What follows belongs to an exercise in optimizing a design on an open flow for small area; a production flow would make more cautious choices.
Only simulation tests tie the RTL to the original design; equivalence was not proved.
The clock input has no modelled driver; a real chip could not lean on it and would need a root buffer or a full tree.
Power is estimated from default activity; no workload was simulated.

job 104:
==> flow/design.v (excerpt) <==
module upcounter (
    input i_clk, i_reset,
    output [7:0] o_font,
    output [3:0] o_digit
    );
    reg [1:0] q;
    reg [1:0] s;
    reg h;
    reg [15:0] r;
    wire q_is1 = ~q[1] & q[0];           
    wire q_is3 = q[1] & ~q[0];           
    wire upd = q_is3 & h;                
    wire [3:0] a = {r[1], r[2], r[3], r[4]};
    wire ea = upd & (s == 2'b00);         
    wire [3:0] b = {r[13], r[14], r[15], r[0]};
    wire a9 = (a[1] & ~a[3]);                      
    wire [3:0] w0 = {r[1], r[2], r[3], r[4]};
    wire [3:0] w1 = {r[5], r[6], r[7], r[8]};
    wire [3:0] w2 = {r[9], r[10], r[11], r[12]};
    wire z8 = ~(((w0[3]) | (w0[0])) | ((w1[3]) | (w1[0])));          
    wire z12 = z8 & ~(((w2[3]) | (w2[0])));            
    wire eb = upd & ((s == 2'b00) & a9 | (s == 2'b01) & z8 | (s == 2'b11) & z12);
    wire [3:0] na, nb;
    assign na[0] = (a[0] & ~a[1]) | (a[0] & ~ea) | (a[2] & a[3] & ea);
    assign na[1] = (a[1] & a[3]) | (a[1] & ~ea) | (a[0] & a[3] & ea);
    assign na[2] = (~a[0] & a[2]) | (a[2] & ~ea) | (~a[0] & a[3] & ea);
    assign na[3] = (~a[2] & a[3]) | (a[3] & ~ea) | (~a[2] & ea);
    assign nb[0] = (b[0] & ~b[1]) | (b[0] & ~eb) | (b[2] & b[3] & eb);
    assign nb[1] = (b[1] & b[3]) | (b[1] & ~eb) | (b[0] & b[3] & eb);
    assign nb[2] = (~b[0] & b[2]) | (b[2] & ~eb) | (~b[0] & b[3] & eb);
    assign nb[3] = (~b[2] & b[3]) | (b[3] & ~eb) | (~b[2] & eb);
    always @(posedge i_clk or posedge i_reset) begin
        if (i_reset) begin
            q <= 2'b00;
            s <= 2'd0;
  ...
clock: 120.0 ns
lec_check: 0
cap_margin: 20
core_area: 2.5 2.5 61.5 61.5
die_area: 0 0 64 64
place_density: 0.9
slew_margin: 20
standard.sh (not shown) runs the stock make flow with config.mk's settings and CLKGATE_MAP_FILE= SYNTH_SCRIPT=/design/flow/synth_recipe.tcl, a recipe that flattens the netlist after the stock synthesis.
==> flow/flow/run.sh <==
#!/bin/bash
# Own layout flow: the standard ORFS flow, with
#  - the standard synthesis passes and register names, but an area-oriented ABC script
#    and no half/full-adder extraction (my_synth.tcl keeps the smallest of abc*.abc);
#  - minimum-size port buffers;
#  - a one-buffer clock tree: after CTS, post_cts.tcl collapses the tree into a single
#    clkbuf_8 that the clock port drives and that drives every register.
# Each ORFS step writes its tool's full output to orfs/logs/; make's own output goes to
# flow_make.log here.
set -euo pipefail
W=$(pwd)
F=$W/flow
bash standard.sh \
  ADDER_MAP_FILE= \
  SYNTH_SCRIPT=$F/my_synth.tcl \
  "MY_ABC_SCRIPTS=$(echo $F/abc*.abc)" \
  "BUFFER_PORTS_ARGS=-buffer_cell sky130_fd_sc_hd__buf_1" \
  "CTS_ARGS=-sink_clustering_enable -repair_clock_nets -buf_list sky130_fd_sc_hd__clkbuf_4 -root_buf sky130_fd_sc_hd__clkbuf_4 -sink_clustering_size 30 -sink_clustering_max_diameter 300 -dont_use_dummy_load" \
  POST_CTS_TCL=$F/post_cts.tcl \
  finish > $W/flow_make.log 2>&1
Other scripts of this flow, unchanged in this note and not shown: flow/flow/abc1.abc, flow/flow/abc2.abc, flow/flow/abc3.abc, flow/flow/abc4.abc, flow/flow/abc5.abc, flow/flow/abc6.abc, flow/flow/abc7.abc, flow/flow/abc8.abc, flow/flow/my_synth.tcl, flow/flow/post_cts.tcl
Job 104 completed every stage of the flow, and the final layout passed the timing, DRC and antenna checks.
## Diff of input files: job 102 against job 104
diff --git a/flow/flow/run.sh b/flow/flow/run.sh
--- a/flow/flow/run.sh
+++ b/flow/flow/run.sh
@@ -5,6 +5,4 @@
 #  - minimum-size port buffers;
-#  - a one-buffer clock tree: after CTS, post_cts.tcl collapses the tree into a single
-#    clkbuf_8 that the clock port drives and that drives every register.
-# Each ORFS step writes its tool's full output to orfs/logs/; make's own output goes to
-# flow_make.log here.
+#  - a small clock tree: clkbuf_4 leaves driven straight from the clock port (post_cts.tcl).
+# Each tool's full output goes to orfs/logs (ORFS) and to flow_*.log here.
 set -euo pipefail
[summary]
- Re achievable clock frequency: no difference whatsoever between job 102 and job 104.
- Least setup slack across all paths after layout came out exactly the same in job 102 and job 104.
- Final period demand of the worst path: job 102 vs job 104 identical
- Diff job 102..job 104 | register area share after synthesis | unchanged
- Job 102 against job 104: die area roughly the same, longest individual stage delay on the worst path roughly the same.

---

## job 112
upcounter, a different RTL version from the one above (not shown whole).
Size in the first run: roughly 21 flip-flops, roughly 950 um^2 of cells after synthesis.
==> flow/config.mk <==
export PLATFORM = sky130hd
export DESIGN_NAME = upcounter
export DESIGN_NICKNAME = upcounter
export VERILOG_FILES = /design/flow/design.v
export SDC_FILE = /design/flow/constraint.sdc
export NUM_CORES = 4
export LEC_CHECK = 0
export CAP_MARGIN = 20
export CORE_MARGIN = 2
export CORE_UTILIZATION = 40
export SLEW_MARGIN = 20
==> flow/constraint.sdc <==
create_clock -name core_clock -period 120.0 [get_ports {i_clk}]
set_input_delay 24.0000 -clock core_clock [delete_from_list [all_inputs] [get_ports {i_clk}]]
set_output_delay 24.0000 -clock core_clock [all_outputs]
set_load 0.01 [all_outputs]
==> flow/flow/run.sh <==
#!/bin/bash
# Own layout flow: the standard ORFS flow, with
#  - the standard synthesis passes and register names, but an area-oriented ABC script
#    and no half/full-adder extraction (my_synth.tcl, area.abc);
#  - minimum-size port buffers;
#  - a small clock tree.
# Each tool's full output goes to orfs/logs (ORFS) and to flow_*.log here.
set -euo pipefail
W=$(pwd)
F=$W/flow
bash standard.sh \
  ADDER_MAP_FILE= \
  SYNTH_SCRIPT=$F/my_synth.tcl \
  MY_ABC_SCRIPT=$F/area.abc \
  "BUFFER_PORTS_ARGS=-buffer_cell sky130_fd_sc_hd__buf_1" \
  "CTS_ARGS=-sink_clustering_enable -repair_clock_nets -buf_list sky130_fd_sc_hd__clkbuf_4 -root_buf sky130_fd_sc_hd__clkbuf_4 -sink_clustering_size 30 -sink_clustering_max_diameter 300 -dont_use_dummy_load" \
  POST_CTS_TCL=$F/post_cts.tcl \
  finish > $W/flow_make.log 2>&1
==> flow/flow/area.abc <==
strash
&get -n
&deepsyn -T 30
&put
dch -f
amap
topo
==> flow/flow/my_synth.tcl <==
proc synth {args} { yosys synth -nofsm -noshare {*}$args }
proc abc {args} {
  set i [lsearch -exact $args -script]
  if { $i >= 0 } { lset args [expr { $i + 1 }] $::env(MY_ABC_SCRIPT) }
  set j [lsearch -exact $args -D]
  if { $j >= 0 } { set args [lreplace $args $j [expr { $j + 1 }]] }
  yosys abc {*}$args
}
source $::env(SCRIPTS_DIR)/synth.tcl
# left out here: clear keep_hierarchy, flatten, clean up, hide names made inside functions, write 1_2_yosys.v
==> flow/flow/post_cts.tcl <==
# After CTS: drop a root clock buffer that only drives other clock buffers, and let the
# clock port drive those buffers (at most 3 pins) directly. The leaf buffers stay balanced.
set block [ord::get_db_block]
set clknet [$block findNet i_clk]
set roots {}
foreach it [$clknet getITerms] {
  set inst [$it getInst]
  if { [string match "sky130_fd_sc_hd__clkbuf*" [[$inst getMaster] getName]] } {
    lappend roots $inst
  }
}
if { [llength $roots] == 1 } {
  set inst [lindex $roots 0]
  set onet [[$inst findITerm X] getNet]
  set loads {}
  set all_bufs 1
  foreach lt [$onet getITerms] {
    set li [$lt getInst]
    if { $li == $inst } { continue }
    if { ![string match "sky130_fd_sc_hd__clkbuf*" [[$li getMaster] getName]] } { set all_bufs 0 }
    lappend loads $lt
  }
  if { $all_bufs && [llength $loads] >= 1 && [llength $loads] <= 3 } {
    puts "post_cts: removing root clock buffer [$inst getName], port drives [llength $loads] buffers"
    foreach lt $loads {
      $lt disconnect
      $lt connect $clknet
    }
    [$inst findITerm A] disconnect
    [$inst findITerm X] disconnect
    odb::dbInst_destroy $inst
    odb::dbNet_destroy $onet
  }
}
Job 112 finished every stage and its layout cleared the timing, DRC and antenna checks.
[inputs] job 8990 vs job 112
Settings: clearing CORE_UTILIZATION, which used to be 40; clearing CORE_MARGIN, which used to be 2; putting CORE_AREA at 2.5 2.5 61.5 61.5 where nothing was set; putting DIE_AREA at 0 0 64 64 where nothing was set.
==> flow/flow/area.abc <==
strash
&get -n
&deepsyn -T 30
&put
&get -n
&dch -f
&nf -a -R 1000
&put
topo
Findings:
Delay of the slowest cell on the worst path essentially unchanged between job 8990 and job 112. Effective utilization at floorplan: job 8990 lower than job 112. Job 8990 vs. job 112: post-layout total power has decreased, first-pass GRT wire length went up by 2.6%, synthesized cell count now sits lower. Summary — total wirelength of the detailed-routed design, job 8990 relative to job 112: higher, by 130 um. Delta (job 8990 minus job 112): global-route usage lower; synthesized area fell 8.8 um^2. Synthesis-to-layout area growth, job 8990 and job 112: smaller value in job 112.
## Diff of input files: job 6406 against job 8990
Settings: setting PLACE_DENSITY to 0.9 for the first time.
Results
The final reports for job 6406 and job 8990 show worst setup slack for register-to-register paths lower in the former.
Per the comparison of job 6406 with job 8990, simple-gate share of the synthesized area down 1.5 points, mux share of post-synthesis cell area up 2.4 points.
The first-pass GRT wire length in job 6406 sits 6.7% below the value recorded for job 8990.
After detailed routing, job 8990 needs more wire than job 6406.
Job 6406 and job 8990 ended up with roughly the same power.
Diff job 8990 -> job 6406: sequential share of layout area level; wire length on met3 moved up; final period utilization level.

---

The RTL this note starts from:
==> flow/design.v <==
`timescale 1ns / 1ps
module upcounter (
    input i_clk, i_reset,
    output [7:0] o_font,
    output [3:0] o_digit
    );
    reg [1:0] q;
    reg [1:0] s;
    reg h;
    reg [15:0] r;
    wire q_is1 = ~q[1] & q[0];           
    wire q_is3 = q[1] & ~q[0];           
    wire upd = q_is3 & h;                
    wire [3:0] a = {r[1], r[2], r[3], r[4]};
    wire ea = upd & (s == 2'd0);         
    wire [3:0] b = {r[13], r[14], r[15], r[0]};
    wire a9 = (a[1] & ~a[3]);                      
    wire [3:0] w0 = {r[1], r[2], r[3], r[4]};
    wire [3:0] w1 = {r[5], r[6], r[7], r[8]};
    wire [3:0] w2 = {r[9], r[10], r[11], r[12]};
    wire z8 = ~(((w0[3]) | (w0[0])) | ((w1[3]) | (w1[0])));          
    wire z12 = z8 & ~(((w2[3]) | (w2[0])));            
    wire eb = upd & ((s == 2'd0) & a9 | (s == 2'd1) & z8 | (s == 2'd2) & z12);
    wire [3:0] na, nb;
    assign na[0] = (a[0] & ~a[1]) | (a[0] & ~ea) | (a[2] & a[3] & ea);
    assign na[1] = (a[1] & a[3]) | (a[1] & ~ea) | (a[0] & a[3] & ea);
    assign na[2] = (~a[0] & a[2]) | (a[2] & ~ea) | (~a[0] & a[3] & ea);
    assign na[3] = (~a[2] & a[3]) | (a[3] & ~ea) | (~a[2] & ea);
    assign nb[0] = (b[0] & ~b[1]) | (b[0] & ~eb) | (b[2] & b[3] & eb);
    assign nb[1] = (b[1] & b[3]) | (b[1] & ~eb) | (b[0] & b[3] & eb);
    assign nb[2] = (~b[0] & b[2]) | (b[2] & ~eb) | (~b[0] & b[3] & eb);
    assign nb[3] = (~b[2] & b[3]) | (b[3] & ~eb) | (~b[2] & eb);
    always @(posedge i_clk or posedge i_reset) begin
        if (i_reset) begin
            q <= 2'b00;
            s <= 2'd0;
            h <= 1'b0;
            r <= 16'd0;
        end else begin
            q <= {q[0], ~q[1]};
            if (q_is1) begin
                s <= {s[1] ^ s[0], ~s[0]};
                if (s[1] & s[0]) h <= ~h;
            end
            r <= {nb[2], nb[3], r[12:5], na[0], na[1], na[2], na[3], nb[0], nb[1]};
        end
    end
    reg [3:0] sel;
    always @(*) begin
        case (q)    
            2'b00: sel = {r[2], r[3], r[4], r[5]};    
            2'b01: sel = {r[3], r[4], r[5], r[6]};    
            2'b11: sel = {r[0], r[1], r[2], r[3]};    
            default: sel = {r[1], r[2], r[3], r[4]};  
        endcase
    end
    wire [6:0] seg;
    assign seg[0] = (i_reset) | (sel[0] & ~sel[2] & ~sel[3]) | (~sel[0] & ~sel[1] & ~sel[2] & sel[3]);
    assign seg[1] = (sel[0] & sel[3]) | (i_reset);
    assign seg[2] = (i_reset) | (~sel[0] & ~sel[1] & sel[2]);
    assign seg[3] = (~sel[0] & ~sel[2] & sel[3]) | (i_reset) | (sel[0] & ~sel[2] & ~sel[3]);
    assign seg[4] = (sel[0] & ~sel[1]) | (~sel[0] & ~sel[2] & sel[3]) | (i_reset) | (sel[0] & sel[2]);
    assign seg[5] = (~sel[1] & sel[2]) | (~sel[0] & ~sel[2] & sel[3]) | (i_reset);
    assign seg[6] = (~sel[0] & ~sel[2]);
    assign o_font = {1'b1, seg};
    assign o_digit = ~(4'b0001 << s);
endmodule
Settings: LEC_CHECK=0, CAP_MARGIN=20, CORE_AREA=2.5 2.5 61.5 61.5, DIE_AREA=0 0 64 64, PLACE_DENSITY=0.9, SLEW_MARGIN=20; clock period 120.0 ns.
==> flow/flow/run.sh <==
#!/bin/bash
# Own layout flow: the standard ORFS flow, with
#  - the standard synthesis passes and register names, but an area-oriented ABC script
#    and no half/full-adder extraction (my_synth.tcl keeps the smallest of abc*.abc);
#  - minimum-size port buffers;
#  - a small clock tree: clkbuf_4 leaves driven straight from the clock port (post_cts.tcl).
# Each tool's full output goes to orfs/logs (ORFS) and to flow_*.log here.
set -euo pipefail
W=$(pwd)
F=$W/flow
bash standard.sh \
  ADDER_MAP_FILE= \
  SYNTH_SCRIPT=$F/my_synth.tcl \
  "MY_ABC_SCRIPTS=$(echo $F/abc*.abc)" \
  "BUFFER_PORTS_ARGS=-buffer_cell sky130_fd_sc_hd__buf_1" \
  "CTS_ARGS=-sink_clustering_enable -repair_clock_nets -buf_list sky130_fd_sc_hd__clkbuf_4 -root_buf sky130_fd_sc_hd__clkbuf_4 -sink_clustering_size 30 -sink_clustering_max_diameter 300 -dont_use_dummy_load" \
  POST_CTS_TCL=$F/post_cts.tcl \
  finish > $W/flow_make.log 2>&1
Scripts as last shown in full above: flow/flow/post_cts.tcl
Other scripts of this flow, unchanged in this note and not shown: flow/flow/abc1.abc, flow/flow/abc2.abc, flow/flow/abc3.abc, flow/flow/abc4.abc, flow/flow/abc5.abc, flow/flow/abc6.abc, flow/flow/abc7.abc, flow/flow/abc8.abc, flow/flow/my_synth.tcl
Change:
==> flow/flow/post_cts.tcl (replaced) <==
# After CTS: collapse the clock tree into one buffer. The clock port drives a single
# clkbuf_8 (the tree's root, resized), which drives every register's clock pin directly,
# so all registers see the same clock arrival.
set block [ord::get_db_block]
set clknet [$block findNet i_clk]
set roots {}
foreach it [$clknet getITerms] {
  set inst [$it getInst]
  if { [string match "sky130_fd_sc_hd__clkbuf*" [[$inst getMaster] getName]] } {
    lappend roots $inst
  }
}
if { [llength $roots] == 1 } {
  set root [lindex $roots 0]
  set rnet [[$root findITerm X] getNet]
  set leaves {}
  foreach lt [$rnet getITerms] {
    set li [$lt getInst]
    if { $li == $root } { continue }
    if { [string match "sky130_fd_sc_hd__clkbuf*" [[$li getMaster] getName]] } { lappend leaves $li }
  }
  foreach leaf $leaves {
    set lnet [[$leaf findITerm X] getNet]
    foreach st [$lnet getITerms] {
      if { [$st getInst] == $leaf } { continue }
      $st disconnect
      $st connect $rnet
    }
    [$leaf findITerm A] disconnect
    [$leaf findITerm X] disconnect
    odb::dbInst_destroy $leaf
    odb::dbNet_destroy $lnet
  }
  $root swapMaster [[ord::get_db] findMaster sky130_fd_sc_hd__clkbuf_8]
  puts "post_cts: one clkbuf_8 ([$root getName]) now drives the clock of [llength [$rnet getITerms]] pins, [llength $leaves] leaf buffers removed"
  detailed_placement
  check_placement -verbose
}
Result:
- The new run went through all stages and came out clean
- non-clock buffer count stays the same
- maximum frequency is about the same
- total power shrinks slightly
- register-to-register slack loses 0.02 ns
- via count grows by a few percent
- critical path depth is unchanged
- wire length shrinks slightly
- utilization barely changes
- die area stays the same
- global-route usage grows by 1.0 points
- flip-flop and latch count is unchanged

==> static timing again, ports no longer ideal <==
No port has a modelled driver above. Below, the same layouts with a new extraction and two added sets of constraints.
Step 1, drivers: a clkbuf_16 drives i_clk and a buf_2 each remaining input, both assumed.
Step 2 also shifts input and output timing later by t, the mid clock arrival at the registers, as if the neighbouring blocks saw the same clock.
Slacks: no drivers / after step 1 / after step 2; pairs: no drivers / after step 1.
| run | t (ns) | slack for setup (ns) | worst hold slack (ns) | clock arrival spread, ns | worst data-port slew with drivers (ns) |
|---|---|---|---|---|---|
| job 104 | 0.190 | 70.832 / 70.809 / 70.809 | 0.368 / 0.368 / 0.368 | 0.001 / 0.001 | 0.03 |
| job 102 | 0.190 | 70.832 / 70.809 / 70.809 | 0.368 / 0.368 / 0.368 | 0.001 / 0.001 | 0.03 |
| job 112 | 0.190 | 70.445 / 70.423 / 70.423 | 0.386 / 0.386 / 0.386 | 0.009 / 0.009 | 0.03 |
| job 8990 | 0.192 | 70.725 / 70.702 / 70.702 | 0.376 / 0.376 / 0.376 | 0.011 / 0.011 | 0.03 |
| job 6406 | 0.189 | 70.828 / 70.804 / 70.804 | 0.384 / 0.384 / 0.384 | 0.003 / 0.003 | 0.03 |
| the first run of note 3 | 0.193 | 70.837 / 70.814 / 70.814 | 0.356 / 0.356 / 0.356 | 0.010 / 0.010 | 0.03 |
| the second run of note 3 | 0.189 | 70.828 / 70.805 / 70.805 | 0.360 / 0.360 / 0.360 | 0.002 / 0.002 | 0.03 |
After both steps every run listed still meets setup and hold. For job 6406, which loses most, drivers alone change the setup slack by -0.024 ns; drivers and shift together by -0.024 ns.
